From an optimization exercise on the open Yosys and OpenROAD flow, aimed at small area, a short achievable clock period and few clock cycles per item; shortcuts taken in it are not production practice.
At most, simulation tests tie the RTL to the original design; equivalence was not proved.
Function not checked in runs 3 and 4: the RTL went through the layout flow alone.
The flow treats the clock pin as an ideal source, which a real chip does not have.
Power figures rest on the tool's default switching activity, not on a simulated workload.

--- config.mk ---
export PLATFORM = sky130hd
export DESIGN_NAME = upsample_accelerator
export DESIGN_NICKNAME = upsample_accelerator
export VERILOG_FILES = /design/flow/design.v
export SDC_FILE = /design/flow/constraint.sdc
export NUM_CORES = 4
export LEC_CHECK = 0
export CAP_MARGIN = 20
export CORE_MARGIN = 2
export CORE_UTILIZATION = 65
export CTS_CLUSTER_DIAMETER = 200
export CTS_CLUSTER_SIZE = 26
export PLACE_DENSITY = 0.72
export SLEW_MARGIN = 20
export TNS_END_PERCENT = 0
--- constraint.sdc ---
create_clock -name core_clock -period 13.0 [get_ports {clk}]
set_input_delay 2.6000 -clock core_clock [delete_from_list [all_inputs] [get_ports {clk}]]
set_output_delay 2.6000 -clock core_clock [all_outputs]
set_load 0.01 [all_outputs]
--- design.v ---
module upsample_accelerator #(
    parameter integer DATA_WIDTH = 24,
    parameter integer MAX_WIDTH = 1920,
    parameter integer MAX_HEIGHT = 1080
)(
    input wire clk,
    input wire rst_n,
    input wire [DATA_WIDTH-1:0] input_pixel,
    input wire input_valid,
    output wire input_ready,
    input wire input_sof,       
    input wire input_eol,       
    output wire [DATA_WIDTH-1:0] output_pixel,
    output wire output_valid,
    input wire output_ready,
    output wire output_sof,
    output wire output_eol,
    input wire [1:0] scale_factor,     
    input wire [1:0] interp_method,    
    input wire [15:0] input_width,
    input wire [15:0] input_height
);
    reg       bil;
    reg [3:0] kk;         
    reg       ow1;        
    always @(posedge clk) begin
        bil  <= (interp_method == 2'b01);
        ow1  <= (scale_factor == 2'b11) & (input_width == 16'd1);
        kk   <= {scale_factor == 2'b11, scale_factor == 2'b00,
                 scale_factor == 2'b01, scale_factor == 2'b10};
    end
    wire sf3  = kk[3];
    wire stat = ~bil | sf3;                  
    reg [1:0] zc;         
    reg       skip;       
    reg       zr;         
    reg       zs;         
    reg       ir;         
    reg [7:0] st;         
    reg       wt;         
    reg       full;       
    reg       ov;         
    reg       pend;       
    reg       have;       
    reg       eolc, sofc;
    reg       ffirst;     
    reg [2:0] cb;         
    reg [23:0] p0, p1, p2, p3;
    reg        efirst;    
    reg [21:0] xr_v0;     
    reg [21:0] yr_d;      
    reg [21:0] u;         
    reg [21:0] d;         
    reg [18:0] base;
    reg [7:0]  hi;
    reg [2:0]  a;         
    reg [15:0] xrem;      
    reg [15:0] yrem;      
    wire zf  = zc[0];
    wire full_n;
    wire ho;              
    wire adv;             
    wire acc = input_valid & ir;
    always @(posedge clk) begin
        if (acc | zf) begin
            p0 <= p1;
            p1 <= p2;
            p2 <= p3;
            p3 <= zf ? 24'd0 : input_pixel;
        end
    end
    wire s4 = st[7];                         
    wire rdone = s4 | (zc == 2'b01);         
    wire [3:0] cb_sum = {1'b0, cb} + kk;
    wire       cb_blk = cb_sum[3];
    wire       f_end  = cb_blk & (yrem == 16'd1);
    always @(posedge clk or negedge rst_n) begin
        if (!rst_n) begin
            cb <= 3'd0;
            ffirst <= 1'b1;
        end else if (rdone) begin
            cb <= cb_sum[2:0];
            ffirst <= f_end;
        end
    end
    always @(posedge clk) begin
        if (zc[1] | (rdone & f_end))
            yrem <= input_height;
        else if (rdone & cb_blk)
            yrem <= yrem - 16'd1;
        if (rdone)
            efirst <= ffirst;
    end
    reg bit_sel;          
    reg dbl;              
    reg zro;              
    reg sub;              
    wire [2:0] eb = stat ? 3'd0 : cb;
    wire go_a = ho;                          
    wire go_b = acc & ~skip;                 
    always @(posedge clk) begin
        bit_sel <= ((go_a | go_b) & eb[2]) | ((st[0] | st[4]) & eb[1]) | ((st[1] | st[5]) & eb[0]);
        dbl     <= st[0] | st[1] | st[4] | st[5];
        zro     <= go_a | go_b;
        sub     <= full_n;
    end
    wire [21:0] e_opa = zro ? 22'd0 : dbl ? {yr_d[20:0], 1'b0} : yr_d;
    wire [21:0] e_opb = sub ? ~xr_v0 : (bit_sel ? p3[21:0] : p1[21:0]);
    wire [22:0] e_sc  = {e_opa, 1'b1} + {e_opb, sub};
    wire [21:0] e_sum = e_sc[22:1];
    always @(posedge clk) begin
        if (st[3]) xr_v0 <= e_sum;
        if (|st) yr_d <= e_sum;
    end
    assign ho  = full & (~have | (ov & eolc));
    assign adv = ov & ~eolc;
    wire [3:0] a_sum  = {1'b0, a} + kk;
    wire       a_blk  = a_sum[3];                
    wire [2:0] a_n    = a_sum[2:0];
    wire [3:0] an_sum = {1'b0, a_n} + kk;
    wire       an_blk = an_sum[3];               
    wire       xl_n   = a_blk ? (xrem == 16'd2) : (xrem == 16'd1);
    wire [21:0] dk    = kk[2] ? {d[19:0], 2'b00} : kk[1] ? {d[20:0], 1'b0} : d;    
    always @(posedge clk) begin
        if (ho) begin
            u    <= {xr_v0[18:0] & {19{~zr}}, 3'b000};
            base <= xr_v0[18:0];
            d    <= e_sum;
            hi   <= (bil | zr) ? 8'd0 : p0[23:16];
            a    <= 3'd0;
            xrem <= input_width;
        end else if (adv) begin
            if (!stat & !zs)
                u <= a_blk ? {base, 3'b000} : (u + dk);
            a <= a_n;
            if (a_blk) xrem <= xrem - 16'd1;
        end
    end
    wire pend_n = (pend | ov) & ~output_ready;
    wire have_n = ho | (have & ~(ov & eolc));
    wire ov_n   = have_n & ~pend_n;
    assign full_n = s4 | (acc & skip) | (full & ~ho);
    wire [1:0] zc_n = {1'b0, zc[1]};
    wire eolc_n = ho ? ow1 : adv ? (an_blk & xl_n) : eolc;
    wire wt_n   = (st[3] | wt) & ~acc;
    wire ir_n   = st[2] | wt_n | (skip & ~acc & ~zc[1]);
    always @(posedge clk or negedge rst_n) begin
        if (!rst_n) begin
            zc <= 2'b11;
            skip <= 1'b1;
            zr <= 1'b0;
            zs <= 1'b0;
            ir <= 1'b0;
            st <= 8'd0;
            wt <= 1'b0;
            full <= 1'b0;
            ov <= 1'b0;
            pend <= 1'b0;
            have <= 1'b0;
            eolc <= 1'b0;
            sofc <= 1'b0;
        end else begin
            zc <= zc_n;
            skip <= skip & ~acc;
            zr <= (acc & skip) | (zr & ~ho);
            zs <= ho ? zr : zs;
            ir <= ir_n;
            st <= {st[6:4], go_b, st[2:0], go_a};
            wt <= wt_n;
            full <= full_n;
            ov <= ov_n;
            pend <= pend_n;
            have <= have_n;
            eolc <= eolc_n;
            sofc <= ho ? efirst : adv ? 1'b0 : sofc;
        end
    end
    assign input_ready  = ir;
    assign output_valid = ov;
    assign output_sof   = sofc;
    assign output_eol   = eolc;
    assign output_pixel = {hi, u[21:6]};
endmodule
--- flow/clock_tree.tcl ---
# Remove the clock tree's intermediate buffers: the root buffer then drives the
# leaf buffers directly (same depth for every register).
proc bypass_mid_clkbufs {} {
  set blk [ord::get_db_block]
  set root_out ""
  foreach inst [$blk getInsts] {
    if {[string match clkbuf_0_* [$inst getName]]} { set root_out [[$inst findITerm X] getNet] }
  }
  if {$root_out eq ""} { return 0 }
  set n 0
  foreach it [$root_out getITerms] {
    set inst [$it getInst]
    if {[$it isOutputSignal]} { continue }
    set m [[$inst getMaster] getName]
    if {![string match sky130_fd_sc_hd__clkbuf_* $m]} { continue }
    set out [[$inst findITerm X] getNet]
    # only bypass buffers that drive other clock buffers
    set loads {}
    set ok 1
    foreach lt [$out getITerms] {
      if {[$lt getInst] == $inst} { continue }
      if {![string match sky130_fd_sc_hd__clkbuf_* [[[$lt getInst] getMaster] getName]]} { set ok 0 }
      lappend loads $lt
    }
    if {!$ok} { continue }
    foreach lt $loads { $lt disconnect; $lt connect $root_out }
    [$inst findITerm A] disconnect
    [$inst findITerm X] disconnect
    odb::dbInst_destroy $inst
    odb::dbNet_destroy $out
    incr n
  }
  return $n
}

# Split the clock root: the clock port drives NR root buffers directly, each
# placed at the centre of the leaf buffers it drives.
proc split_clock_root {nr} {
  set blk [ord::get_db_block]
  set root ""
  foreach inst [$blk getInsts] {
    if {[string match clkbuf_0_* [$inst getName]]} { set root $inst }
  }
  if {$root eq ""} { return 0 }
  set rnet [[$root findITerm X] getNet]
  set cnet [[$root findITerm A] getNet]
  set leaves {}
  foreach it [$rnet getITerms] {
    if {[$it getInst] == $root} { continue }
    set loc [[$it getInst] getLocation]
    lappend leaves [list [lindex $loc 0] [lindex $loc 1] $it]
  }
  set n [llength $leaves]
  if {$n < $nr} { return 0 }
  # group leaves by x position
  set leaves [lsort -integer -index 0 $leaves]
  set master [$root getMaster]
  for {set g 0} {$g < $nr} {incr g} {
    set lo [expr {$g * $n / $nr}]
    set hi [expr {($g + 1) * $n / $nr - 1}]
    set grp [lrange $leaves $lo $hi]
    if {$g == 0} {
      set b $root
      set net $rnet
    } else {
      set b [odb::dbInst_create $blk $master "clkbuf_0_${g}_clk"]
      set net [odb::dbNet_create $blk "clknet_0_${g}_clk"]
      $net setSigType CLOCK
      [$b findITerm A] connect $cnet
      [$b findITerm X] connect $net
    }
    set sx 0; set sy 0
    foreach l $grp {
      set sx [expr {$sx + [lindex $l 0]}]
      set sy [expr {$sy + [lindex $l 1]}]
      if {$g != 0} { set it [lindex $l 2]; $it disconnect; $it connect $net }
    }
    set cx [expr {$sx / [llength $grp]}]
    set cy [expr {$sy / [llength $grp]}]
    $b setLocation $cx $cy
    $b setPlacementStatus PLACED
  }
  return $nr
}

set results $::env(RESULTS)
read_db $results/4_cts.odb
puts "bypassed [bypass_mid_clkbufs] intermediate clock buffers"
puts "clock port now drives [split_clock_root 3] root buffers"
detailed_placement
check_placement
global_connect
write_db $results/4_cts.odb
--- standard.sh ---
#!/bin/bash
# synth_recipe.tcl (not shown) runs the flow's synth.tcl, then flattens the netlist and writes it again
# the make line also repeats each setting of config.mk as NAME=value (left out here)
make -C /OpenROAD-flow-scripts/flow DESIGN_CONFIG=/design/flow/config.mk WORK_HOME=/design/flow/orfs CLKGATE_MAP_FILE= SYNTH_SCRIPT=/design/flow/synth_recipe.tcl "${@:-finish}"
--- flow/run.sh ---
#!/bin/bash
set -euo pipefail
ARGS=("BUFFER_PORTS_ARGS=-buffer_cell sky130_fd_sc_hd__buf_2" SETUP_SLACK_MARGIN=9.5)
bash standard.sh "${ARGS[@]}" cts > standard_cts.log 2>&1
RESULTS=$PWD/orfs/results/$FLOW_PLATFORM/upsample_accelerator/base openroad -no_init -exit flow/clock_tree.tcl > clock_tree.log 2>&1
bash standard.sh "${ARGS[@]}" finish > standard.log 2>&1
==> impl_metrics.xml, run 1 <==
<?xml version="1.0" encoding="UTF-8"?>
<metrics>
  <group name="worst_hold_path">
    <metric name="worst_hold_path_type" unit="">register to register</metric>
    <metric name="min_path_cells" unit="">0</metric>
  </group>
  <group name="route">
    <metric name="routed_wl" unit="um">24400</metric>
    <metric name="routedWlPerCell" unit="um">16.8</metric>
    <metric name="vias_per_cell" unit="">5.80</metric>
    <metric name="met1_length" unit="um">11900</metric>
    <metric name="vias" unit="">8417</metric>
    <metric name="met3RoutedLength" unit="um">1090</metric>
    <metric name="dr.max_layer_used" unit="">met4</metric>
    <metric name="detailroute.wirelength.met2" unit="um">11000</metric>
    <metric name="drtIter0Drc" unit="">446</metric>
    <metric name="drc_errors" unit="">0</metric>
    <metric name="first_pass_iters" unit="">5</metric>
    <metric name="route.antenna.remaining_nets" unit="">0</metric>
  </group>
  <group name="logic_synthesis">
    <metric name="yosys-mux-area-fraction" unit="%">3.57</metric>
    <metric name="ys_async_sr_fraction" unit="%">9.40</metric>
    <metric name="post_synthesis_instance_area" unit="sq um">13200</metric>
    <metric name="synth_xor_area_share" unit="%">4.56</metric>
    <metric name="synth-seq-cells" unit="">266</metric>
    <metric name="unique_cell_type_count_in_the_yosys_netlist" unit="">78</metric>
    <metric name="postSynth.topFlopCell" unit="">sky130_fd_sc_hd__edfxtp_1</metric>
    <metric name="synthesis.yosys.warnings" unit="">1</metric>
    <metric name="syn_nets" unit="">1231</metric>
    <metric name="synth_fa_ha_area_share" unit="%">5.90</metric>
    <metric name="synth_top_family_by_area" unit="">compound AO/OA/AOI/OAI gates</metric>
    <metric name="syn-mean-instance-area" unit="sq um">12.0</metric>
    <metric name="synthSimpleGateAreaFrac" unit="%">11.7</metric>
    <metric name="synth_edf_count" unit="">225</metric>
    <metric name="number_of_instances_in_the_synthesized_netlist" unit="">1105</metric>
    <metric name="synth_seq_area_share" unit="%">58.2</metric>
    <metric name="synth-compound-area-share" unit="%">13.3</metric>
  </group>
  <group name="power">
    <metric name="power.switching" unit="mW">0.587</metric>
    <metric name="power_density" unit="nW/um^2">143</metric>
    <metric name="switching_fraction" unit="%">28.6</metric>
    <metric name="power_frac_comb" unit="%">23.4</metric>
    <metric name="vdd_drop_max" unit="uV">146</metric>
    <metric name="internal_power" unit="mW">1.47</metric>
    <metric name="p_leak" unit="nW">5.34</metric>
    <metric name="power.sequential.fraction" unit="%">53.6</metric>
    <metric name="clkPwrFrac" unit="%">23.0</metric>
  </group>
  <group name="layout">
    <metric name="cell_count_final_fillers_out" unit="">1450</metric>
    <metric name="antennaDiodeCount" unit="">0</metric>
    <metric name="finalCoreUtilization" unit="%">71.4</metric>
    <metric name="flow.area_growth_from_synthesis" unit="%">8.33</metric>
    <metric name="drive_gt1_share" unit="%">13.6</metric>
    <metric name="fin_nets" unit="">1302</metric>
    <metric name="filler_cell_count" unit="">1395</metric>
    <metric name="final_area" unit="sq um">14300</metric>
  </group>
  <group name="clock_network">
    <metric name="clkLatencyLatePin" unit="ps">330</metric>
    <metric name="postCtsHoldBufs" unit="">0</metric>
    <metric name="cts_num_sinks" unit="">266</metric>
    <metric name="clk_transition_reported_paths" unit="ps">100</metric>
    <metric name="clock_path_buffers" unit="">3</metric>
    <metric name="cts_buffers" unit="">14</metric>
    <metric name="htreeDepth" unit="">1</metric>
    <metric name="tritoncts" unit="">yes</metric>
    <metric name="clock_root_cell" unit="">sky130_fd_sc_hd__clkbuf_16</metric>
  </group>
  <group name="floorplan">
    <metric name="floorplan.die.height" unit="um">147</metric>
    <metric name="initial_core_utilization" unit="%">65.9</metric>
    <metric name="fp-row-count" unit="">52</metric>
    <metric name="io_pins" unit="">94</metric>
    <metric name="fp.dieW" unit="um">147</metric>
    <metric name="design.core.area" unit="sq um">20100</metric>
    <metric name="design.die.area" unit="sq um">21500</metric>
  </group>
  <group name="worst_setup_path">
    <metric name="crit_required" unit="ps">12950</metric>
    <metric name="crit_end_element" unit="">register</metric>
    <metric name="cp.arrival" unit="ps">3510</metric>
    <metric name="crit_path_max_fanout" unit="">40</metric>
    <metric name="reg2regPathDepth" unit="">12</metric>
    <metric name="crit_path_start_kind" unit="">input port</metric>
    <metric name="timing_worst_setup_path_type" unit="">input port to register</metric>
  </group>
  <group name="global_routing">
    <metric name="grt_max_degree" unit="">82</metric>
    <metric name="initial_antenna_violation_count" unit="">0</metric>
    <metric name="grt_overflow_total" unit="">0</metric>
    <metric name="grt.total_usage" unit="%">23.1</metric>
    <metric name="grt_pass1_vias" unit="">8033</metric>
    <metric name="grt_pass1_wl" unit="um">39800</metric>
  </group>
  <group name="timing">
    <metric name="clock.fmax" unit="MHz">281</metric>
    <metric name="report.final.hold_viol_count" unit="">0</metric>
    <metric name="rsz_0062_raised_after_global_routing" unit="">true</metric>
    <metric name="slew_headroom" unit="%">34.6</metric>
    <metric name="timing.final.max_slew_violations" unit="">0</metric>
    <metric name="worst-slew-pin-transition" unit="ps">978</metric>
    <metric name="setup-violations-final" unit="">0</metric>
    <metric name="finalSetupTns" unit="ps">0</metric>
    <metric name="period_minus_slack" unit="ps">3560</metric>
    <metric name="clock-skew-final" unit="ps">31.6</metric>
    <metric name="min_period_over_period" unit="%">27.4</metric>
  </group>
  <group name="place">
    <metric name="hpwlAfterDp" unit="um">17100</metric>
    <metric name="detailed_place.area" unit="sq um">13800</metric>
    <metric name="port_buffers" unit="">91</metric>
    <metric name="globalplace.congestion" unit="">0.876</metric>
    <metric name="placedCellCount" unit="">1419</metric>
  </group>
  <group name="status">
    <metric name="run_status" unit="">timing/DRC/antenna clean</metric>
  </group>
  <group name="run">
    <metric name="drv_cap" unit="">0</metric>
  </group>
</metrics>
==> repair_timing <==
item | CTS | global route
buffers inserted | 10 | 0
gates resized for setup | 1 | 0
cloned | 0 | 1
pin swaps | 0 | 0
setup endpoints to repair | 28 | 118
==> power groups by stage <==
stage	combinational, mW	sequential [mW]	clock (mW)
after detailed placement	0.473	1.12	0
final	0.481	1.10	0.471
after global placement	0.458	1.12	0
after global routing	0.542	1.11	0.507
after floorplan	0.369	1.11	0
after CTS	0.478	1.10	0.486
==> path summary, 6_finish.rpt <==
path                             start  endpoint  slack, ps
max in group asynchronous        rst_n        ir      10360
min reg2reg                      st[6]     st[7]        390
max                        input_valid    p2[23]       9440
min                              st[6]     st[7]        390
max reg2reg                    bit_sel     d[20]       9510
min in group asynchronous        rst_n     st[4]       2240
==> layout make-up <==
type                    count  area, sq um  area share (%)
flip-flops and latches    266         7710            53.7
multi-input cells         761         5210            36.3
repair buffers            108          583            4.06
clock buffers              17          340            2.37
well taps                 270          338            2.35
inverters                  25         93.8           0.654
plain buffers               2         50.0           0.349
clock inverters             1         20.0           0.140
==> sequential cells by signal, summed over array words and instances, names as in the netlist, 2 cells and up <==
| signal | cells |
|---|---|
| base | 19 |
| p3 | 24 |
| a | 3 |
| yrem | 16 |
| d | 22 |
| cb | 3 |
| xr_v0 | 22 |
| yr_d | 22 |
| u | 22 |
| p0 | 8 |
| kk | 4 |
| xrem | 16 |
| hi | 8 |
| p1 | 24 |
| zc | 2 |
| p2 | 24 |
| st | 8 |
==> synth_stat cells (all sizes together) (21+ instances only) <==
cell	count	area share, %
a211oi	25	1.4
a21oi	79	3.0
buf	28	1.3
clkbuf	26	0.74
dfrtp	21	4.0
edfxtp	225	51
ha	56	5.3
inv	25	0.71
mux2i	45	3.4
nand2	79	2.3
nor2	90	2.6
nor2b	55	2.6
o21ai	75	2.9
xnor2	41	2.7
xor2	28	1.9
==> metrics by stage <==
step                      setup slack [ps]  power, mW  hold WS, ps
after floorplan                       9370       1.47          355
after global placement                8990       1.57          362
after detailed placement              8990       1.59          367
after CTS                             9330       2.07          388
after global routing                  9260       2.16          394
final                                 9440       2.05          386
==> critical path, cell delays in order <==
cell	delay [ps]
sky130_fd_sc_hd__buf_2	150
sky130_fd_sc_hd__nand2_8	80
sky130_fd_sc_hd__nand2b_2	670
==> kinds of logic (layout without fill, tap and decap cells) <==
logic type | after synthesis | in the layout
adders and majority gates | 60 | 60
xor gates and xnor gates | 69 | 69
other | 1 | 1
DFF | 266 | 266
buffers and inverters | 79 | 153
AOI/OAI and AO/OA | 275 | 275
and+or+nand+nor | 308 | 309
muxes | 47 | 47
==> per-layer routing <==
layer | up-vias | GRT usage (%)
met5 | - | 0
met4 | 0 | 5.97
met3 | 23 | 2.76
met2 | 203 | 36.7
met1 | 3978 | 34.6
li1 | 4213 | -
==> cells in the final DEF (no fill, tap or decap), types with 16 or more instances in the layout <==
| cell type | count |
|---|---|
| sky130_fd_sc_hd__edfxtp_1 | 225 |
| sky130_fd_sc_hd__buf_2 | 91 |
| sky130_fd_sc_hd__nor2_1 | 87 |
| sky130_fd_sc_hd__a21oi_1 | 78 |
| sky130_fd_sc_hd__nand2_1 | 77 |
| sky130_fd_sc_hd__o21ai_0 | 58 |
| sky130_fd_sc_hd__ha_1 | 56 |
| sky130_fd_sc_hd__nor2b_1 | 55 |
| sky130_fd_sc_hd__mux2i_1 | 45 |
| sky130_fd_sc_hd__xnor2_1 | 41 |
| sky130_fd_sc_hd__xor2_1 | 28 |
| sky130_fd_sc_hd__a211oi_1 | 25 |
| sky130_fd_sc_hd__inv_1 | 23 |
| sky130_fd_sc_hd__a21o_1 | 20 |
| sky130_fd_sc_hd__dfrtp_1 | 19 |
| sky130_fd_sc_hd__buf_4 | 17 |
| sky130_fd_sc_hd__dfxtp_1 | 16 |
Testbench counts, summed over its fixed seeds: cycles 15,263, items 14,904.
==> run 2, diff against run 1 <==
--- a/config.mk
+++ b/config.mk
@@ -14,2 +14 @@
 export SLEW_MARGIN = 20
-export TNS_END_PERCENT = 0
==> impl_metrics.xml, run 2 <==
<?xml version="1.0" encoding="UTF-8"?>
<metrics>
  <group name="status">
    <metric name="run_status" unit="">timing/DRC/antenna clean</metric>
  </group>
  <group name="timing">
    <metric name="slew_headroom" unit="%">35.3</metric>
    <metric name="clock.fmax" unit="MHz">285</metric>
    <metric name="clock-skew-final" unit="ps">33.5</metric>
    <metric name="setup-violations-final" unit="">0</metric>
    <metric name="period_minus_slack" unit="ps">3510</metric>
    <metric name="rsz_0062_raised_after_global_routing" unit="">true</metric>
    <metric name="timing.final.max_slew_violations" unit="">0</metric>
    <metric name="report.final.hold_viol_count" unit="">0</metric>
    <metric name="final.setup.worst_slack" unit="ps">9490</metric>
    <metric name="worst-slew-pin-transition" unit="ps">967</metric>
    <metric name="finalSetupTns" unit="ps">0</metric>
    <metric name="min_period_over_period" unit="%">27.0</metric>
  </group>
  <group name="layout">
    <metric name="finalCoreUtilization" unit="%">72.0</metric>
    <metric name="drive_gt1_share" unit="%">14.9</metric>
    <metric name="layout.cells.most_common_list" unit="">225 x sky130_fd_sc_hd__edfxtp_1, 91 x sky130_fd_sc_hd__buf_2, 87 x sky130_fd_sc_hd__nor2_1</metric>
    <metric name="antennaDiodeCount" unit="">0</metric>
    <metric name="fin_nets" unit="">1314</metric>
    <metric name="flow.area_growth_from_synthesis" unit="%">9.28</metric>
    <metric name="layout.cells.most_common" unit="">sky130_fd_sc_hd__edfxtp_1</metric>
    <metric name="biggestRegsByFlops" unit="">p1 x24, p2 x24, p3 x24</metric>
    <metric name="final_area" unit="sq um">14500</metric>
    <metric name="cell_count_final_fillers_out" unit="">1462</metric>
  </group>
  <group name="route">
    <metric name="vias" unit="">8491</metric>
    <metric name="route.antenna.remaining_nets" unit="">0</metric>
    <metric name="drtIter0Drc" unit="">513</metric>
    <metric name="routedWlPerCell" unit="um">16.9</metric>
    <metric name="drc_errors" unit="">0</metric>
    <metric name="first_pass_iters" unit="">5</metric>
    <metric name="routed_wl" unit="um">24600</metric>
    <metric name="vias_per_cell" unit="">5.81</metric>
  </group>
  <group name="floorplan">
    <metric name="fp.dieW" unit="um">147</metric>
    <metric name="floorplan.die.height" unit="um">147</metric>
    <metric name="design.die.area" unit="sq um">21500</metric>
    <metric name="io_pins" unit="">94</metric>
    <metric name="design.core.area" unit="sq um">20100</metric>
    <metric name="initial_core_utilization" unit="%">65.9</metric>
    <metric name="fp-row-count" unit="">52</metric>
  </group>
  <group name="clock_network">
    <metric name="clock_root_cell" unit="">sky130_fd_sc_hd__clkbuf_16</metric>
    <metric name="clk_transition_reported_paths" unit="ps">110</metric>
    <metric name="postCtsHoldBufs" unit="">0</metric>
    <metric name="cts_buffers" unit="">14</metric>
    <metric name="clkLatencyLatePin" unit="ps">330</metric>
    <metric name="tritoncts" unit="">yes</metric>
    <metric name="clock_path_buffers" unit="">3</metric>
    <metric name="htreeDepth" unit="">1</metric>
    <metric name="cts_num_sinks" unit="">266</metric>
  </group>
  <group name="worst_setup_path">
    <metric name="crit_path_top_delay_cell" unit="">sky130_fd_sc_hd__edfxtp_1</metric>
    <metric name="crit_required" unit="ps">10400</metric>
    <metric name="crit_path_start_kind" unit="">register</metric>
    <metric name="timing.critical_path.cells" unit="">buf_2</metric>
    <metric name="crit_path_max_fanout" unit="">2</metric>
    <metric name="cpPeakStageDelay" unit="ps">420</metric>
    <metric name="crit_end_element" unit="">primary output</metric>
    <metric name="timing_worst_setup_path_type" unit="">register to primary output</metric>
    <metric name="cp.arrival" unit="ps">910</metric>
    <metric name="critical-path-top-delay-family" unit="">flip-flops</metric>
    <metric name="critPathBufInv" unit="">1</metric>
  </group>
  <group name="run">
    <metric name="drv_cap" unit="">0</metric>
  </group>
  <group name="place">
    <metric name="placedCellCount" unit="">1419</metric>
    <metric name="port_buffers" unit="">91</metric>
    <metric name="globalplace.congestion" unit="">0.876</metric>
    <metric name="detailed_place.area" unit="sq um">13800</metric>
    <metric name="hpwlAfterDp" unit="um">17100</metric>
    <metric name="placement.setup.worst_slack" unit="ps">8990</metric>
  </group>
  <group name="logic_synthesis">
    <metric name="synth_top_area_share" unit="%">51.0</metric>
    <metric name="post-synth-top-count-cell" unit="">sky130_fd_sc_hd__edfxtp_1</metric>
    <metric name="synth_seq_area_share" unit="%">58.2</metric>
    <metric name="syn_nets" unit="">1231</metric>
    <metric name="unique_cell_type_count_in_the_yosys_netlist" unit="">78</metric>
    <metric name="post_synthesis_instance_area" unit="sq um">13200</metric>
    <metric name="post_synth_most_frequent_cells" unit="">225 x sky130_fd_sc_hd__edfxtp_1, 88 x sky130_fd_sc_hd__nor2_1, 78 x sky130_fd_sc_hd__a21oi_1, 78 x sky130_fd_sc_hd__nand2_1, 59 x sky130_fd_sc_hd__o21ai_0</metric>
    <metric name="number_of_instances_in_the_synthesized_netlist" unit="">1105</metric>
    <metric name="synthesis.yosys.warnings" unit="">1</metric>
    <metric name="postSynth.topFlopCell" unit="">sky130_fd_sc_hd__edfxtp_1</metric>
    <metric name="ys_async_sr_fraction" unit="%">9.40</metric>
    <metric name="syn-mean-instance-area" unit="sq um">12.0</metric>
    <metric name="synth_edf_count" unit="">225</metric>
    <metric name="synth-seq-cells" unit="">266</metric>
    <metric name="netlist.top_cell.by_area" unit="">sky130_fd_sc_hd__edfxtp_1</metric>
    <metric name="synth.area.top_cells" unit="">sky130_fd_sc_hd__edfxtp_1 51%, sky130_fd_sc_hd__ha_1 5.3%, sky130_fd_sc_hd__dfrtp_1 4.0%, sky130_fd_sc_hd__mux2i_1 3.4%, sky130_fd_sc_hd__a21oi_1 2.9%</metric>
  </group>
  <group name="global_routing">
    <metric name="grt.total_usage" unit="%">23.2</metric>
    <metric name="grt_pass1_vias" unit="">8058</metric>
    <metric name="grt_overflow_total" unit="">0</metric>
    <metric name="grt_max_degree" unit="">82</metric>
    <metric name="initial_antenna_violation_count" unit="">0</metric>
    <metric name="grt_pass1_wl" unit="um">39900</metric>
  </group>
  <group name="power">
    <metric name="vdd_drop_max" unit="uV">146</metric>
    <metric name="p_leak" unit="nW">5.41</metric>
    <metric name="power_density" unit="nW/um^2">142</metric>
  </group>
  <group name="worst_hold_path">
    <metric name="worst_hold_path_type" unit="">register to register</metric>
  </group>
</metrics>
[run 2: cell counts after synthesis]
No cell type changed its count.
[run 2: cells by family after synthesis]
kind of cell               share of synthesized area (%)
xor gates and xnor gates                            4.56
DFF                                                 58.2
adders and majority gates                           5.90
other                                             0.0283
buffers and inverters                               2.77
AOI/OAI and AO/OA                                   13.3
muxes                                               3.57
and+or+nand+nor                                     11.7
[run 2: metal layers]
metal  GRT usage, %  up-vias  routed length [um]
met2           36.9      202               11100
met4           5.97        0                 384
met5              0        -                   0
met3           2.76       25                1120
li1               -     4236                   -
met1           34.7     4028               12100
[run 2: stage by stage]
step / hold WS [ps] / power, mW
2_1_floorplan: 355 / 1.47
3_3_place_gp: 362 / 1.57
3_5_place_dp: 367 / 1.59
4_1_cts: 388 / 2.07
5_1_grt: 394 / 2.17
6_report: 386 / 2.06
[run 2: final cells by class]
type / instances / area (sq um)
Clock inverter: 1 / 20.0
Sequential cell: 266 / 7710
Multi-Input combinational cell: 761 / 5240
Fill cell: 1383 / 5630
Buffer: 2 / 50.0
Timing Repair Buffer: 120 / 679
Clock buffer: 17 / 340
Inverter: 25 / 93.8
Tap cell: 270 / 338
[run 2: worst paths after layout]
| kind | start | to | slack (ps) | cells after the start |
|---|---|---|---|---|
| max | u[12] | output_pixel[6] | 9490 | 1 |
| min | st[6] | st[7] | 390 | 0 |
| max reg2reg | bit_sel | yr_d[19] | 9660 | 11 |
| min reg2reg | st[6] | st[7] | 390 | 0 |
| max in group asynchronous | rst_n | ir | 10370 | 1 |
| min in group asynchronous | rst_n | st[4] | 2240 | 1 |
[run 2: where the power goes]
| group | internal [mW] | switching [mW] | leakage (nW) |
|---|---|---|---|
| registers | 1.06 | 0.0447 | 2.58 |
| logic | 0.197 | 0.290 | 2.62 |
| clock network | 0.217 | 0.253 | 0.199 |
[run 2: repair_timing]
item	in CTS	in global routing
gates resized for setup	1	8
gates cloned	0	1
setup endpoints to repair	28	117
buffers inserted	19	3
==> run 3, diff against run 2 <==
--- a/design.v
+++ b/design.v
@@ -35,3 +35,2 @@
     reg       skip;       
-    reg       zr;         
     reg       zs;         
@@ -61,2 +60,4 @@
     wire ho;              
+    wire hv;              
+    wire hoe = ho | hv;
     wire adv;             
@@ -98,3 +99,3 @@
     wire [2:0] eb = stat ? 3'd0 : cb;
-    wire go_a = ho;                          
+    wire go_a = hoe;                         
     wire go_b = acc & ~skip;                 
@@ -115,2 +116,3 @@
     assign ho  = full & (~have | (ov & eolc));
+    assign hv  = acc & skip;
     assign adv = ov & ~eolc;
@@ -124,7 +126,7 @@
     always @(posedge clk) begin
-        if (ho) begin
-            u    <= {xr_v0[18:0] & {19{~zr}}, 3'b000};
+        if (hoe) begin
+            u    <= {xr_v0[18:0] & {19{~hv}}, 3'b000};
             base <= xr_v0[18:0];
             d    <= e_sum;
-            hi   <= (bil | zr) ? 8'd0 : p0[23:16];
+            hi   <= (bil | hv) ? 8'd0 : p0[23:16];
             a    <= 3'd0;
@@ -139,7 +141,7 @@
     wire pend_n = (pend | ov) & ~output_ready;
-    wire have_n = ho | (have & ~(ov & eolc));
+    wire have_n = hoe | (have & ~(ov & eolc));
     wire ov_n   = have_n & ~pend_n;
-    assign full_n = s4 | (acc & skip) | (full & ~ho);
+    assign full_n = s4 | (full & ~ho);
     wire [1:0] zc_n = {1'b0, zc[1]};
-    wire eolc_n = ho ? ow1 : adv ? (an_blk & xl_n) : eolc;
+    wire eolc_n = hoe ? ow1 : adv ? (an_blk & xl_n) : eolc;
     wire wt_n   = (st[3] | wt) & ~acc;
@@ -150,3 +152,2 @@
             skip <= 1'b1;
-            zr <= 1'b0;
             zs <= 1'b0;
@@ -164,4 +165,3 @@
             skip <= skip & ~acc;
-            zr <= (acc & skip) | (zr & ~ho);
-            zs <= ho ? zr : zs;
+            zs <= hoe ? hv : zs;
             ir <= ir_n;
@@ -174,3 +174,3 @@
             eolc <= eolc_n;
-            sofc <= ho ? efirst : adv ? 1'b0 : sofc;
+            sofc <= hoe ? efirst : adv ? 1'b0 : sofc;
         end
==> impl_metrics.xml, run 3 <==
<?xml version="1.0" encoding="UTF-8"?>
<metrics>
  <group name="logic_synthesis">
    <metric name="synth_edf_count" unit="">225</metric>
    <metric name="synthesis.yosys.warnings" unit="">1</metric>
    <metric name="netlist.top_cell.by_area" unit="">sky130_fd_sc_hd__edfxtp_1</metric>
    <metric name="synth_top_area_share" unit="%">50.8</metric>
    <metric name="ys_async_sr_fraction" unit="%">9.06</metric>
    <metric name="syn_nets" unit="">1255</metric>
    <metric name="postSynth.topFlopCell" unit="">sky130_fd_sc_hd__edfxtp_1</metric>
    <metric name="syn-mean-instance-area" unit="sq um">11.8</metric>
    <metric name="synth.area.top_cells" unit="">sky130_fd_sc_hd__edfxtp_1 51%, sky130_fd_sc_hd__ha_1 5.3%, sky130_fd_sc_hd__dfrtp_1 3.8%, sky130_fd_sc_hd__mux2i_1 3.4%, sky130_fd_sc_hd__xnor2_1 2.9%</metric>
    <metric name="number_of_instances_in_the_synthesized_netlist" unit="">1129</metric>
    <metric name="post_synth_most_frequent_cells" unit="">225 x sky130_fd_sc_hd__edfxtp_1, 90 x sky130_fd_sc_hd__nor2_1, 84 x sky130_fd_sc_hd__nand2_1</metric>
    <metric name="post-synth-top-count-cell" unit="">sky130_fd_sc_hd__edfxtp_1</metric>
    <metric name="synth-seq-cells" unit="">265</metric>
    <metric name="unique_cell_type_count_in_the_yosys_netlist" unit="">68</metric>
    <metric name="post_synthesis_instance_area" unit="sq um">13300</metric>
    <metric name="synth_seq_area_share" unit="%">57.8</metric>
  </group>
  <group name="worst_setup_path">
    <metric name="crit_path_start_kind" unit="">input port</metric>
    <metric name="cp.arrival" unit="ps">3950</metric>
    <metric name="crit_path_max_fanout" unit="">7</metric>
    <metric name="crit_end_element" unit="">register</metric>
    <metric name="reg2regPathDepth" unit="">12</metric>
    <metric name="crit_required" unit="ps">13200</metric>
    <metric name="timing_worst_setup_path_type" unit="">input port to register</metric>
    <metric name="r2r_slack" unit="ps">9590</metric>
  </group>
  <group name="clock_network">
    <metric name="tritoncts" unit="">yes</metric>
    <metric name="htreeDepth" unit="">1</metric>
    <metric name="cts_num_sinks" unit="">265</metric>
    <metric name="clk_transition_reported_paths" unit="ps">110</metric>
    <metric name="clock_root_cell" unit="">sky130_fd_sc_hd__clkbuf_16</metric>
    <metric name="cts_buffers" unit="">14</metric>
    <metric name="postCtsHoldBufs" unit="">0</metric>
    <metric name="clkLatencyLatePin" unit="ps">340</metric>
    <metric name="clock_path_buffers" unit="">3</metric>
  </group>
  <group name="timing">
    <metric name="finalSetupTns" unit="ps">0</metric>
    <metric name="period_minus_slack" unit="ps">3750</metric>
    <metric name="clock-skew-final" unit="ps">30.7</metric>
    <metric name="setup-violations-final" unit="">0</metric>
    <metric name="timing.final.max_slew_violations" unit="">0</metric>
    <metric name="report.final.hold_viol_count" unit="">0</metric>
    <metric name="clock.fmax" unit="MHz">267</metric>
    <metric name="rsz_0062_raised_after_global_routing" unit="">true</metric>
    <metric name="slew_headroom" unit="%">53.6</metric>
    <metric name="worst-slew-pin-transition" unit="ps">696</metric>
    <metric name="fin_worst_hold_slack" unit="ps">373</metric>
    <metric name="min_period_over_period" unit="%">28.9</metric>
  </group>
  <group name="global_routing">
    <metric name="grt_max_degree" unit="">81</metric>
    <metric name="initial_antenna_violation_count" unit="">0</metric>
    <metric name="grt_pass1_vias" unit="">8730</metric>
    <metric name="grt_pass1_wl" unit="um">43500</metric>
    <metric name="grt_overflow_total" unit="">0</metric>
    <metric name="grt.total_usage" unit="%">25.2</metric>
  </group>
  <group name="layout">
    <metric name="layout.cells.most_common" unit="">sky130_fd_sc_hd__edfxtp_1</metric>
    <metric name="seqCellArea" unit="sq um">7690</metric>
    <metric name="layout.cells.most_common_list" unit="">225 x sky130_fd_sc_hd__edfxtp_1, 89 x sky130_fd_sc_hd__buf_2, 86 x sky130_fd_sc_hd__nor2_1</metric>
    <metric name="final_area" unit="sq um">15500</metric>
    <metric name="flow.area_growth_from_synthesis" unit="%">16.9</metric>
    <metric name="drive_gt1_share" unit="%">21.3</metric>
    <metric name="biggestRegsByFlops" unit="">p1 x24, p2 x24, p3 x24</metric>
    <metric name="fin_nets" unit="">1382</metric>
    <metric name="multi_input_comb_area" unit="sq um">5570</metric>
    <metric name="antennaDiodeCount" unit="">0</metric>
    <metric name="filler_cell_count" unit="">1292</metric>
  </group>
  <group name="route">
    <metric name="vias" unit="">9277</metric>
    <metric name="route.antenna.remaining_nets" unit="">0</metric>
    <metric name="drc_errors" unit="">0</metric>
    <metric name="routed_wl" unit="um">29100</metric>
    <metric name="drtIter0Drc" unit="">558</metric>
    <metric name="vias_per_cell" unit="">6.05</metric>
    <metric name="first_pass_iters" unit="">5</metric>
    <metric name="routedWlPerCell" unit="um">19.0</metric>
  </group>
  <group name="power">
    <metric name="p_leak" unit="nW">5.88</metric>
    <metric name="power_density" unit="nW/um^2">104</metric>
    <metric name="vdd_drop_max" unit="uV">113</metric>
    <metric name="p_total" unit="mW">1.61</metric>
  </group>
  <group name="floorplan">
    <metric name="floorplan.die.height" unit="um">147</metric>
    <metric name="io_pins" unit="">94</metric>
    <metric name="fp-row-count" unit="">52</metric>
    <metric name="fp.dieW" unit="um">147</metric>
    <metric name="initial_core_utilization" unit="%">65.9</metric>
    <metric name="design.core.area" unit="sq um">20200</metric>
    <metric name="design.die.area" unit="sq um">21600</metric>
  </group>
  <group name="worst_hold_path">
    <metric name="min_path_cells" unit="">0</metric>
    <metric name="worst_hold_path_type" unit="">register to register</metric>
  </group>
  <group name="place">
    <metric name="detailed_place.area" unit="sq um">13900</metric>
    <metric name="port_buffers" unit="">91</metric>
    <metric name="hpwlAfterDp" unit="um">17800</metric>
    <metric name="globalplace.congestion" unit="">0.856</metric>
  </group>
  <group name="run">
    <metric name="drv_cap" unit="">0</metric>
  </group>
  <group name="status">
    <metric name="run_status" unit="">timing/DRC/antenna clean</metric>
  </group>
</metrics>
run 3: critical path: stages:
cell,delay (ps)
sky130_fd_sc_hd__buf_8,110
sky130_fd_sc_hd__and3_4,160
sky130_fd_sc_hd__a21oi_4,130
sky130_fd_sc_hd__inv_2,60
sky130_fd_sc_hd__or2_4,250
sky130_fd_sc_hd__buf_6,120
sky130_fd_sc_hd__nor2_4,160
sky130_fd_sc_hd__clkbuf_16,190
sky130_fd_sc_hd__a22oi_2,60
sky130_fd_sc_hd__o21ai_1,90
run 3: metal layers:
| metal | part of all wire (%) | up-vias | GRT usage (%) | wire (um) |
|---|---|---|---|---|
| met3 | 5.4 | 39 | 1.93 | 1570 |
| met1 | 45 | 4504 | 37.1 | 13100 |
| met5 | 0 | - | 0 | 0 |
| met4 | 2.1 | 0 | 7.07 | 622 |
| met2 | 47 | 326 | 41.0 | 13800 |
| li1 | - | 4408 | - | - |
run 3: worst paths after layout:
kind / startpoint / end
min in group asynchronous: rst_n / pend
min reg2reg: zc[1] / zc[0]
max in group asynchronous: rst_n / st[3]
max reg2reg: kk[1] / u[15]
max: input_valid / u[8]
min: zc[1] / zc[0]
run 3: metrics by stage:
step	util, %	worst slack (ps)	std cells
3_3_place_gp	69.1	8510	1445
4_1_cts	73.7	9300	1505
2_1_floorplan	-	9050	1129
6_report	77.0	9250	1533
3_5_place_dp	69.1	8470	1445
5_1_grt	77.0	9210	1533
run 3: cells by family (layout without fill, tap and decap cells):
logic type / count (synthesis) / in the layout / synth area share, %
simple gates: 330 / 331 / 12.2
compound gates: 280 / 280 / 13.2
flops: 265 / 265 / 57.8
buf+inv: 79 / 212 / 2.84
xor+xnor: 66 / 66 / 4.35
fa+ha+maj: 60 / 60 / 5.88
mux: 48 / 48 / 3.64
other cells: 1 / 1 / 0.0282
run 3: area by class of cell:
type / instances / share of cell area [%]
Multi-Input combinational cell: 786 / 35.9
Tap cell: 270 / 2.17
Clock buffer: 20 / 2.26
Inverter: 24 / 0.580
Sequential cell: 265 / 49.5
Buffer: 2 / 0.322
Timing Repair Buffer: 165 / 9.11
Clock inverter: 1 / 0.193
run 3: what timing repair did:
| item | CTS | global route |
|---|---|---|
| hold endpoints to repair | 0 | 0 |
| setup endpoints to repair | 151 | 236 |
| gates cloned | 4 | 15 |
| pin swaps | 8 | 25 |
| resized for setup | 36 | 82 |
| setup buffers | 33 | 13 |
run 3: power by group:
part / switching [mW] / internal [mW] / leakage [nW]
clock: 0.266 / 0.221 / 0.205
combinational: 0.0908 / 0.0657 / 3.09
sequential: 0.0160 / 0.952 / 2.58
total: 0.372 / 1.24 / 5.88
==> run 4, diff against run 3 <==
--- a/design.v
+++ b/design.v
@@ -35,2 +35,3 @@
     reg       skip;       
+    reg       zr;         
     reg       zs;         
@@ -57,2 +58,34 @@
     reg [15:0] yrem;      
+    function [21:0] add22(input [21:0] x, input [21:0] y);
+        reg [21:0] g, p, gg, pp;
+        integer i, k;
+        begin
+            g = x & y;
+            p = x ^ y;
+            gg = g;
+            pp = p;
+            for (k = 1; k < 22; k = k * 2)
+                for (i = 2 * k - 1; i < 22; i = i + 2 * k) begin
+                    gg[i] = gg[i] | (pp[i] & gg[i - k]);
+                    pp[i] = pp[i] & pp[i - k];
+                end
+            for (k = 8; k >= 1; k = k / 2)
+                for (i = 3 * k - 1; i < 22; i = i + 2 * k) begin
+                    gg[i] = gg[i] | (pp[i] & gg[i - k]);
+                    pp[i] = pp[i] & pp[i - k];
+                end
+            add22 = p ^ {gg[20:0], 1'b0};
+        end
+    endfunction
+    function [15:0] dec16(input [15:0] v);
+        integer i;
+        reg z;
+        begin
+            z = 1'b1;
+            for (i = 0; i < 16; i = i + 1) begin
+                dec16[i] = v[i] ^ z;
+                z = z & ~v[i];
+            end
+        end
+    endfunction
     wire zf  = zc[0];
@@ -60,4 +93,2 @@
     wire ho;              
-    wire hv;              
-    wire hoe = ho | hv;
     wire adv;             
@@ -90,3 +121,3 @@
         else if (rdone & cb_blk)
-            yrem <= yrem - 16'd1;
+            yrem <= dec16(yrem);
         if (rdone)
@@ -99,3 +130,3 @@
     wire [2:0] eb = stat ? 3'd0 : cb;
-    wire go_a = hoe;                         
+    wire go_a = ho;                          
     wire go_b = acc & ~skip;                 
@@ -116,3 +147,2 @@
     assign ho  = full & (~have | (ov & eolc));
-    assign hv  = acc & skip;
     assign adv = ov & ~eolc;
@@ -126,7 +156,7 @@
     always @(posedge clk) begin
-        if (hoe) begin
-            u    <= {xr_v0[18:0] & {19{~hv}}, 3'b000};
+        if (ho) begin
+            u    <= {xr_v0[18:0] & {19{~zr}}, 3'b000};
             base <= xr_v0[18:0];
             d    <= e_sum;
-            hi   <= (bil | hv) ? 8'd0 : p0[23:16];
+            hi   <= (bil | zr) ? 8'd0 : p0[23:16];
             a    <= 3'd0;
@@ -135,5 +165,5 @@
             if (!stat & !zs)
-                u <= a_blk ? {base, 3'b000} : (u + dk);
+                u <= a_blk ? {base, 3'b000} : add22(u, dk);
             a <= a_n;
-            if (a_blk) xrem <= xrem - 16'd1;
+            if (a_blk) xrem <= dec16(xrem);
         end
@@ -141,7 +171,7 @@
     wire pend_n = (pend | ov) & ~output_ready;
-    wire have_n = hoe | (have & ~(ov & eolc));
+    wire have_n = ho | (have & ~(ov & eolc));
     wire ov_n   = have_n & ~pend_n;
-    assign full_n = s4 | (full & ~ho);
+    assign full_n = s4 | (acc & skip) | (full & ~ho);
     wire [1:0] zc_n = {1'b0, zc[1]};
-    wire eolc_n = hoe ? ow1 : adv ? (an_blk & xl_n) : eolc;
+    wire eolc_n = ho ? ow1 : adv ? (an_blk & xl_n) : eolc;
     wire wt_n   = (st[3] | wt) & ~acc;
@@ -152,2 +182,3 @@
             skip <= 1'b1;
+            zr <= 1'b0;
             zs <= 1'b0;
@@ -165,3 +196,4 @@
             skip <= skip & ~acc;
-            zs <= hoe ? hv : zs;
+            zr <= (acc & skip) | (zr & ~ho);
+            zs <= ho ? zr : zs;
             ir <= ir_n;
@@ -174,3 +206,3 @@
             eolc <= eolc_n;
-            sofc <= hoe ? efirst : adv ? 1'b0 : sofc;
+            sofc <= ho ? efirst : adv ? 1'b0 : sofc;
         end
==> impl_metrics.xml, run 4 <==
<?xml version="1.0" encoding="UTF-8"?>
<metrics>
  <group name="clock_network">
    <metric name="cts_buffers" unit="">14</metric>
    <metric name="postCtsHoldBufs" unit="">0</metric>
    <metric name="htreeDepth" unit="">1</metric>
    <metric name="clk_transition_reported_paths" unit="ps">100</metric>
    <metric name="clock_path_buffers" unit="">3</metric>
    <metric name="clock_root_cell" unit="">sky130_fd_sc_hd__clkbuf_16</metric>
    <metric name="clkLatencyLatePin" unit="ps">330</metric>
    <metric name="tritoncts" unit="">yes</metric>
    <metric name="cts_num_sinks" unit="">266</metric>
  </group>
  <group name="timing">
    <metric name="clock.fmax" unit="MHz">274</metric>
    <metric name="slew_headroom" unit="%">37.2</metric>
    <metric name="report.final.hold_viol_count" unit="">0</metric>
    <metric name="rsz_0062_raised_after_global_routing" unit="">true</metric>
    <metric name="min_period_over_period" unit="%">28.1</metric>
    <metric name="period_minus_slack" unit="ps">3650</metric>
    <metric name="timing.final.max_slew_violations" unit="">0</metric>
    <metric name="clock-skew-final" unit="ps">26.7</metric>
    <metric name="worst-slew-pin-transition" unit="ps">941</metric>
    <metric name="finalSetupTns" unit="ps">0</metric>
    <metric name="setup-violations-final" unit="">0</metric>
  </group>
  <group name="floorplan">
    <metric name="initial_core_utilization" unit="%">66.5</metric>
    <metric name="fp-row-count" unit="">51</metric>
    <metric name="design.core.area" unit="sq um">19600</metric>
    <metric name="design.die.area" unit="sq um">21200</metric>
    <metric name="fp.dieW" unit="um">146</metric>
    <metric name="floorplan.die.height" unit="um">146</metric>
    <metric name="io_pins" unit="">94</metric>
  </group>
  <group name="global_routing">
    <metric name="grt_overflow_total" unit="">0</metric>
    <metric name="grt.total_usage" unit="%">23.4</metric>
    <metric name="grt_max_degree" unit="">81</metric>
    <metric name="grt_pass1_vias" unit="">7903</metric>
    <metric name="initial_antenna_violation_count" unit="">0</metric>
    <metric name="grt_pass1_wl" unit="um">39600</metric>
  </group>
  <group name="status">
    <metric name="run_status" unit="">timing/DRC/antenna clean</metric>
  </group>
  <group name="logic_synthesis">
    <metric name="synthesis.yosys.warnings" unit="">1</metric>
    <metric name="syn_nets" unit="">1221</metric>
    <metric name="synth.area.top_cells" unit="">sky130_fd_sc_hd__edfxtp_1 52%, sky130_fd_sc_hd__ha_1 7.5%, sky130_fd_sc_hd__dfrtp_1 4.0%, sky130_fd_sc_hd__mux2i_1 3.8%, sky130_fd_sc_hd__a21oi_1 3.1%</metric>
    <metric name="unique_cell_type_count_in_the_yosys_netlist" unit="">60</metric>
    <metric name="postSynth.topFlopCell" unit="">sky130_fd_sc_hd__edfxtp_1</metric>
    <metric name="post-synth-top-count-cell" unit="">sky130_fd_sc_hd__edfxtp_1</metric>
    <metric name="netlist.top_cell.by_area" unit="">sky130_fd_sc_hd__edfxtp_1</metric>
    <metric name="syn-mean-instance-area" unit="sq um">12.3</metric>
    <metric name="synth_edf_count" unit="">225</metric>
    <metric name="synth-seq-cells" unit="">266</metric>
    <metric name="synth_seq_area_share" unit="%">59.2</metric>
    <metric name="number_of_instances_in_the_synthesized_netlist" unit="">1063</metric>
    <metric name="synth_top_area_share" unit="%">51.9</metric>
    <metric name="ys_async_sr_fraction" unit="%">9.40</metric>
    <metric name="post_synth_most_frequent_cells" unit="">225 x sky130_fd_sc_hd__edfxtp_1, 87 x sky130_fd_sc_hd__nand2_1, 81 x sky130_fd_sc_hd__a21oi_1</metric>
    <metric name="post_synthesis_instance_area" unit="sq um">13000</metric>
  </group>
  <group name="route">
    <metric name="routed_wl" unit="um">24900</metric>
    <metric name="drtIter0Drc" unit="">411</metric>
    <metric name="vias_per_cell" unit="">5.71</metric>
    <metric name="first_pass_iters" unit="">5</metric>
    <metric name="drc_errors" unit="">0</metric>
    <metric name="route.antenna.remaining_nets" unit="">0</metric>
    <metric name="vias" unit="">8211</metric>
    <metric name="routedWlPerCell" unit="um">17.3</metric>
  </group>
  <group name="worst_setup_path">
    <metric name="crit_path_start_kind" unit="">register</metric>
    <metric name="crit_required" unit="ps">13070</metric>
    <metric name="crit_path_top_delay_cell" unit="">sky130_fd_sc_hd__dfxtp_4</metric>
    <metric name="cp.arrival" unit="ps">3720</metric>
    <metric name="cp_common_cell" unit="">sky130_fd_sc_hd__buf_4</metric>
    <metric name="timing.critical_path.cells" unit="">buf_4 &gt; mux2i_1 &gt; o21ai_0 &gt; ha_1 &gt; nand4_1 &gt; nor2_1 &gt; a211oi_2 &gt; o31ai_4 &gt; buf_4 &gt; buf_4 &gt; a31o_2 &gt; fa_1 &gt; xnor2_1 &gt; nor2_1 &gt; a21oi_1 &gt; o21ai_1</metric>
    <metric name="cpPeakStageDelay" unit="ps">470</metric>
    <metric name="crit_path_max_fanout" unit="">10</metric>
    <metric name="critPathBufInv" unit="">3</metric>
    <metric name="crit_end_element" unit="">register</metric>
    <metric name="timing_worst_setup_path_type" unit="">register to register</metric>
    <metric name="critical-path-top-delay-family" unit="">compound AO/OA/AOI/OAI gates</metric>
  </group>
  <group name="layout">
    <metric name="layout.cells.most_common_list" unit="">225 x sky130_fd_sc_hd__edfxtp_1, 90 x sky130_fd_sc_hd__buf_2, 86 x sky130_fd_sc_hd__nand2_1</metric>
    <metric name="flow.area_growth_from_synthesis" unit="%">12.4</metric>
    <metric name="seqCellArea" unit="sq um">7720</metric>
    <metric name="multi_input_comb_area" unit="sq um">5040</metric>
    <metric name="fin_nets" unit="">1326</metric>
    <metric name="drive_gt1_share" unit="%">18.9</metric>
    <metric name="layout.cells.most_common" unit="">sky130_fd_sc_hd__edfxtp_1</metric>
    <metric name="filler_cell_count" unit="">1297</metric>
    <metric name="antennaDiodeCount" unit="">0</metric>
    <metric name="biggestRegsByFlops" unit="">p1 x24, p2 x24, p3 x24</metric>
  </group>
  <group name="worst_hold_path">
    <metric name="worst_hold_path_type" unit="">register to register</metric>
  </group>
  <group name="place">
    <metric name="globalplace.congestion" unit="">0.834</metric>
    <metric name="port_buffers" unit="">91</metric>
    <metric name="hpwlAfterDp" unit="um">16600</metric>
  </group>
  <group name="run">
    <metric name="drv_cap" unit="">0</metric>
  </group>
  <group name="power">
    <metric name="p_leak" unit="nW">5.93</metric>
    <metric name="power_density" unit="nW/um^2">282</metric>
    <metric name="vdd_drop_max" unit="uV">146</metric>
    <metric name="p_total" unit="mW">4.12</metric>
  </group>
</metrics>
[run 4: cell count changes after synthesis, moves of 12 or more]
| cell | before | now |
|---|---|---|
| sky130_fd_sc_hd__o21ai_0 | 64 | 34 |
| sky130_fd_sc_hd__a21oi_1 | 69 | 81 |
| sky130_fd_sc_hd__inv_1 | 23 | 52 |
| sky130_fd_sc_hd__nor3_1 | 18 | 6 |
| sky130_fd_sc_hd__xnor2_1 | 44 | 26 |
| sky130_fd_sc_hd__ha_1 | 56 | 78 |
| sky130_fd_sc_hd__o21ai_1 | 20 | 35 |
| sky130_fd_sc_hd__a22oi_1 | 14 | 0 |
| sky130_fd_sc_hd__nor2_1 | 90 | 74 |
[run 4: final timing paths]
path                            startpoint  endpoint  slack [ps]  cells past startpoint
min in group asynchronous            rst_n      eolc        2250                      1
worst max-delay path                 kk[1]     u[15]        9350                     16
worst max register to register       kk[1]     u[15]        9350                     16
max in group asynchronous            rst_n     st[3]       10350                      1
worst min-delay path                 st[6]     st[7]         380                      0
worst min register to register       st[6]     st[7]         380                      0
[run 4: per-layer routing]
layer  global-route usage, %  vias up  wire [um]
li1                        -     4017          -
met1                    35.6     3978      11700
met2                    36.5      192      11700
met3                    2.57       24       1150
met4                    6.13        0        364
met5                       0        -          0
[run 4: power breakdown]
part	leakage, nW	internal [mW]	switching, mW
registers	2.64	1.50	0.201
logic	3.08	0.793	1.16
clock network	0.199	0.217	0.253
total	5.93	2.51	1.61
[run 4: layout make-up]
| type | instances | area share, % |
|---|---|---|
| Multi-Input combinational cell | 690 | 34.5 |
| Timing Repair Buffer | 144 | 6.40 |
| Tap cell | 265 | 2.27 |
| Buffer | 2 | 0.342 |
| Clock buffer | 17 | 2.33 |
| Clock inverter | 1 | 0.137 |
| Sequential cell | 266 | 52.7 |
| Inverter | 52 | 1.33 |
[run 4: logic make-up (layout without fill, tap and decap cells)]
family                     Yosys count  in the layout  synth area share (%)
adders and majority gates           92             92                  9.64
DFF                                266            266                  59.2
buffers and inverters              108            216                  3.66
AOI/OAI and AO/OA                  229            229                  10.6
muxes                               51             51                  3.93
and+or+nand+nor                    276            277                  10.2
other                                1              1                0.0288
xor gates and xnor gates            40             40                  2.75
[run 4: timing repair]
item                                    CTS  global route
gates cloned                              0             3
buffers inserted                         23            18
pin swaps                                 5            11
resized for setup                        15            33
endpoints found under the setup margin   50           136
[run 4: stage by stage]
step | cell area (sq um) | instances | util (%) | hold slack (ps) | setup slack (ps)
CTS | 14300 | 1416 | 73.1 | 383 | 9270
global route | 14600 | 1437 | 74.7 | 389 | 9180
finish | 14600 | 1437 | 74.7 | 384 | 9350
global placement | 13600 | 1372 | 69.7 | 361 | 8590
floorplan | 13100 | 1063 | - | 355 | 9370
detailed placement | 13700 | 1373 | 69.8 | 363 | 8550

[re-timing with driven ports]
No port has a modelled driver above. Below, the same layouts with a new extraction and two added sets of constraints.
Step 1, drivers: a clkbuf_16 drives clk and a buf_2 each remaining input, both assumed.
Step 2 times the ports against the registers' clock, not the clock port: input delays grow and output delays shrink by t, the midpoint of the rising clock arrivals with the driver on.
Slacks: no drivers / after step 1 / after step 2; pairs: no drivers / after step 1.
run	t (ns)	setup slack, ns	hold WS [ns]
run 1	0.384	9.437 / 9.415 / 9.098	0.386 / 0.386 / 0.386
run 2	0.384	9.492 / 9.423 / 9.349	0.386 / 0.386 / 0.386
run 3	0.390	9.248 / 9.277 / 8.888	0.373 / 0.373 / 0.373
run 4	0.386	9.353 / 9.353 / 9.345	0.384 / 0.384 / 0.384
After both steps every run listed still meets setup and hold. The setup slack of run 3, which loses most, moves by +0.029 ns with the drivers and by -0.360 ns with both steps.
